This is an optimization exercise on Yosys and OpenROAD, whose aim is small area, a short achievable clock period and few clock cycles per item, not a production implementation. At most, simulation tests tie the RTL to the original design; equivalence was not proved.

Setup of build 15:
==> flow/design.v (excerpt) <==
module Exp(
    input clk,
    input rst,
    input [31:0] x,
    input [31:0] n,
    output [31:0] res,
    output done
);
For scale: about 2400 cells after synthesis, about 99 I/O pins.
clock: 10.0 ns
lec_check: 0
cap_margin: 20
core_margin: 2
core_utilization: 45
place_density: 0.6
setup_slack_margin: 3
slew_margin: 20
synth_hierarchical: 1
run.sh (not shown) runs the stock make flow with config.mk's settings and CLKGATE_MAP_FILE= SYNTH_SCRIPT=/design/flow/synth_recipe.tcl, a recipe that flattens the netlist after the stock synthesis.
Build 15: PASS, flow complete, no timing, DRC or antenna violations
Input changes introduced in build 51 (baseline for comparison: build 15):
Settings: SETUP_SLACK_MARGIN removed (was 3).
Results
Comparing build 15 with build 51, the clock latency on the worst-skew pair came out essentially unchanged.
Going from build 15 to build 51, the layout-stage area growth over the synthesis result was found to have gone down by 2.5 points.
Vias: build 51 below build 15
Build 15 → build 51: cell count saw a decrease.
The higher share of the clock period used by the worst path came out of build 51.
Re final wirelength: build 51 and build 15 aren't equal, and the higher value belongs to build 15.
Modified inputs, build 21 compared to build 51
Settings: putting SETUP_SLACK_MARGIN at 4.5 where nothing was set.
Results
Relative to build 51, the final cell area reported for build 21 is higher. The top fanout value on the critical path of build 21 is lower than that of build 51. Count of clock buffers in the final design, build 21 and build 51, lower one = build 51. Worst setup slack in build 21 is 1.05 ns higher than in build 51. Of build 21 and build 51, build 21 shows the higher met3 wirelength from detailed routing, with build 51 below it.
No functional check of the RTL was part of any run of this note.


Another version of the RTL of Exp (not shown whole).
Size: about 2,400 cells after synthesis, about 96 flip-flops, roughly 99 I/O pins, about 22,000 sq um of cells after synthesis.
==> flow/config.mk <==
export PLATFORM = sky130hd
export DESIGN_NAME = Exp
export DESIGN_NICKNAME = Exp
export VERILOG_FILES = /design/flow/design.v
export SDC_FILE = /design/flow/constraint.sdc
export NUM_CORES = 4
export LEC_CHECK = 0
export CAP_MARGIN = 20
export CORE_MARGIN = 2
export CORE_UTILIZATION = 45
export PLACE_DENSITY = 0.6
export SETUP_SLACK_MARGIN = 3.5
export SLEW_MARGIN = 20
export SYNTH_HIERARCHICAL = 1
==> flow/constraint.sdc <==
create_clock -name core_clock -period 10.0 [get_ports {clk}]
set_input_delay 2.0000 -clock core_clock [delete_from_list [all_inputs] [get_ports {clk}]]
set_output_delay 2.0000 -clock core_clock [all_outputs]
set_load 0.01 [all_outputs]
The first run passed the timing, DRC and antenna checks.
Edit:
SETUP_SLACK_MARGIN = 4   (was 3.5)
After rerunning:
- The changed run passed the timing, DRC and antenna checks
- worst setup slack gains 0.31 ns
- worst hold slack stays flat
- maximum frequency climbs by a few percent
- core utilization climbs by 3.1 points
- cell area climbs by a few percent
- first-iteration DRC count climbs by about a fifth
No functional check of the RTL was part of any run of this note.


Another version of the RTL of Exp (not shown whole).
Size: about 2400 cells after synthesis, roughly 99 I/O pins, roughly 0.023 mm2 of cells after synthesis.
## Exp
module Exp(
    input clk,
    input rst,
    input [31:0] x,
    input [31:0] n,
    output [31:0] res,
    output done
);
    reg [31:0] b, r, m;
    wire [31:0] bq = b;
    wire [31:0] sq, pr;
    sq32 u_sq (.a(b), .y(sq));
    wire [31:0] bm = m[0] ? bq : 32'd1;
    mul32 u_mul (.a(r), .b(bm), .y(pr));
    assign res = r;
    assign done = ~|m;
    always @(posedge clk) begin
        if (rst) begin
            b <= x;
            r <= 32'd1;
            m <= n;
        end else begin
            b <= sq;
            r <= pr;
            m <= m >> 1;
        end
    end
endmodule
clock: 10.0 ns
lec_check: 0
cap_margin: 20
core_margin: 2
core_utilization: 45
place_density: 0.6
setup_slack_margin: 4.2
slew_margin: 20
synth_hierarchical: 1
standard.sh (not shown) runs the stock make flow with config.mk's settings and CLKGATE_MAP_FILE= SYNTH_SCRIPT=/design/flow/synth_recipe.tcl, a recipe that flattens the netlist after the stock synthesis.
==> flow/flow/run.sh <==
#!/bin/bash
# The standard layout, with plain buffers (instead of the resizer's default
# pick) on the ports.
set -euo pipefail
export BUFFER_PORTS_ARGS="-buffer_cell sky130_fd_sc_hd__buf_1"
bash standard.sh > orfs_make.log 2>&1
The starting point went through all stages and came out clean.
Edit:
--- a/flow/config.mk
+++ b/flow/config.mk
@@ -11,3 +11,3 @@
 export PLACE_DENSITY = 0.6
-export SETUP_SLACK_MARGIN = 4.2
+export SETUP_SLACK_MARGIN = 3.5
 export SLEW_MARGIN = 20
Result: Via count came out lower by 2.0%; core utilization falls by 3.8 points; sequential share of layout area came out higher by 0.46 points; die area does not change; clock skew hardly moves; synthesized area does not change; critical path depth is higher by 1.
Function was not checked in any run of this note: the RTL went through the layout flow alone.


Exp, a different RTL version from the one above (not shown whole).
Size in the first run: roughly 2300 cells after synthesis, ~22000 um^2 of cells after synthesis.
==> flow/config.mk <==
export PLATFORM = sky130hd
export DESIGN_NAME = Exp
export DESIGN_NICKNAME = Exp
export VERILOG_FILES = /design/flow/design.v
export SDC_FILE = /design/flow/constraint.sdc
export NUM_CORES = 4
export LEC_CHECK = 0
export CAP_MARGIN = 20
export CORE_MARGIN = 2
export CORE_UTILIZATION = 65
export PLACE_DENSITY = 0.8
export SETUP_SLACK_MARGIN = 3.5
export SLEW_MARGIN = 20
export SYNTH_HIERARCHICAL = 1
==> flow/constraint.sdc <==
create_clock -name core_clock -period 10.0 [get_ports {clk}]
set_input_delay 2.0000 -clock core_clock [delete_from_list [all_inputs] [get_ports {clk}]]
set_output_delay 2.0000 -clock core_clock [all_outputs]
set_load 0.01 [all_outputs]
Scripts as last shown in full above: flow/flow/run.sh
Edit:
CORE_UTILIZATION = 45   (was 65)
PLACE_DENSITY = 0.6   (was 0.8)
What happened:
- final area climbs by 1.5%
- setup slack gets better by 0.057 ns
- wire length grows by 7.9%
No run of this note included a check of the RTL's function; only the layout flow was run.


Another version of the RTL of Exp (not shown whole).
Settings: LEC_CHECK=0, CAP_MARGIN=20, CORE_MARGIN=2, CORE_UTILIZATION=45, PLACE_DENSITY=0.6, SETUP_SLACK_MARGIN=4.3, SLEW_MARGIN=20, SYNTH_HIERARCHICAL=1; clock period 10.0 ns.
Scripts as last shown in full above: flow/flow/run.sh
Testbench counts at the start, summed over its fixed seeds: cycles 6,460, items 384.
Change:
--- a/flow/config.mk
+++ b/flow/config.mk
@@ -11,3 +11,3 @@
 export PLACE_DENSITY = 0.6
-export SETUP_SLACK_MARGIN = 4.3
+export SETUP_SLACK_MARGIN = 4
 export SLEW_MARGIN = 20
What happened: The new run finished with timing, DRC and antenna clean. Final cell count goes down slightly. Count of clock-buffer cells in the layout stays the same. Routed wire length goes down slightly. Worst setup slack is worse by 0.19 ns. Flip-flop and latch count stays the same. Synthesized cell count is unchanged. Critical path depth goes up by 5. Maximum frequency goes down by a few percent. Cell area goes down slightly. Non-clock buffer count goes down by 13.
Change:
--- a/flow/config.mk
+++ b/flow/config.mk
@@ -11,3 +11,3 @@
 export PLACE_DENSITY = 0.6
-export SETUP_SLACK_MARGIN = 4
+export SETUP_SLACK_MARGIN = 5
 export SLEW_MARGIN = 20
Result:
- clock skew barely changes
- register-to-register slack is better by 0.34 ns
- via count went up by a few percent
- maximum frequency is higher by a few percent
- final area goes up by roughly a tenth
Change:
--- a/flow/config.mk
+++ b/flow/config.mk
@@ -11,3 +11,3 @@
 export PLACE_DENSITY = 0.6
-export SETUP_SLACK_MARGIN = 5
+export SETUP_SLACK_MARGIN = 3.5
 export SLEW_MARGIN = 20
What happened:
- worst setup slack degrades by 0.97 ns
- global-route usage drops by 1.6 points
- first-iteration DRC count goes down by about 12%
- via count goes down by 5.3%
- area after synthesis does not change
- design area drops by 13%
- maximum frequency fell by about 15%
Change:
--- a/flow/config.mk
+++ b/flow/config.mk
@@ -11,3 +11,3 @@
 export PLACE_DENSITY = 0.6
-export SETUP_SLACK_MARGIN = 3.5
+export SETUP_SLACK_MARGIN = 4.6
 export SLEW_MARGIN = 20
The changed run ran to the end with no violations. Final cell count increases by 2.3%. Sequential cell count does not change. Routed wire length increases by 2.8%. Via count increases by 2.1%. Register-to-register slack gains 1.0 ns. Critical path depth does not change. Sequential share of layout area decreases by 0.14 points. Global-route usage increases by 0.27 points. Utilization increases by 3.0 points. First-iteration DRC count increases by 8.2%. Synthesized area does not change.
Change:
--- a/flow/config.mk
+++ b/flow/config.mk
@@ -10,4 +10,5 @@
 export CORE_UTILIZATION = 45
+export CTS_BUF_LIST = sky130_fd_sc_hd__clkbuf_8
 export PLACE_DENSITY = 0.6
-export SETUP_SLACK_MARGIN = 4.6
+export SETUP_SLACK_MARGIN = 4.5
 export SLEW_MARGIN = 20
Outcome:
- The new run ran to the end with no violations
- global-route usage hardly moves
- clock-buffer cell count does not change
- first-iteration DRC count falls by 6.0%
- critical path depth rises by 1
- clock skew rises by 0.0046 ns
- register-to-register slack loses 0.03 ns
- routed wire length falls by 0.80%

## re-timing with driven ports
The flow's constraints put no driver on any port. The routed layouts listed below were extracted and timed again, unchanged, in two steps. Step 1, drivers: a clkbuf_16 drives clk and a buf_2 each remaining input, both assumed. Step 2, shift: input delay + t, output delay - t, t = (earliest + latest rising clock arrival at the registers) / 2. This alone moves slack from input paths to output paths. a / b / c = ideal ports / drivers / drivers and shift; a / b = the first two.
run	shift t [ns]	setup WS [ns]	worst setup path at the end	latest minus earliest clock arrival (ns)	cell pins on the clock port's net
build 15	0.410	3.140 / 3.161 / 2.751	input to register	0.010 / 0.010	1
build 51	0.420	2.554 / 2.575 / 2.155	input to register	0.018 / 0.018	1
build 21	0.404	3.607 / 3.303 / 2.899	input to register	0.012 / 0.012	1
the first run of note 2	0.456	3.772 / 3.772 / 3.772	register to register	0.020 / 0.020	1
the second run of note 2	0.465	4.080 / 4.080 / 4.080	register to register	0.026 / 0.026	1
the first run of note 3	0.427	4.079 / 4.079 / 4.079	register to register	0.020 / 0.021	1
the second run of note 3	0.434	3.719 / 3.719 / 3.719	register to register	0.018 / 0.017	1
the first run of note 4	0.446	3.764 / 3.764 / 3.764	register to register	0.011 / 0.010	1
the second run of note 4	0.475	3.821 / 3.821 / 3.821	register to register	0.038 / 0.038	1
the first run of note 5	0.516	4.430 / 4.430 / 4.430	register to register	0.014 / 0.015	1
the second run of note 5	0.516	4.244 / 4.244 / 4.244	register to register	0.020 / 0.020	1
the third run of note 5	0.524	4.587 / 4.587 / 4.587	register to register	0.019 / 0.019	1
the fourth run of note 5	0.518	3.619 / 3.619 / 3.619	register to register	0.020 / 0.019	1
the fifth run of note 5	0.517	4.619 / 4.619 / 4.619	register to register	0.014 / 0.014	1
the sixth run of note 5	0.587	4.590 / 4.590 / 4.590	register to register	0.018 / 0.018	1
After both steps every run listed still meets setup and hold. The setup slack of build 21, which loses most, moves by -0.304 ns with the drivers and by -0.708 ns with both steps.
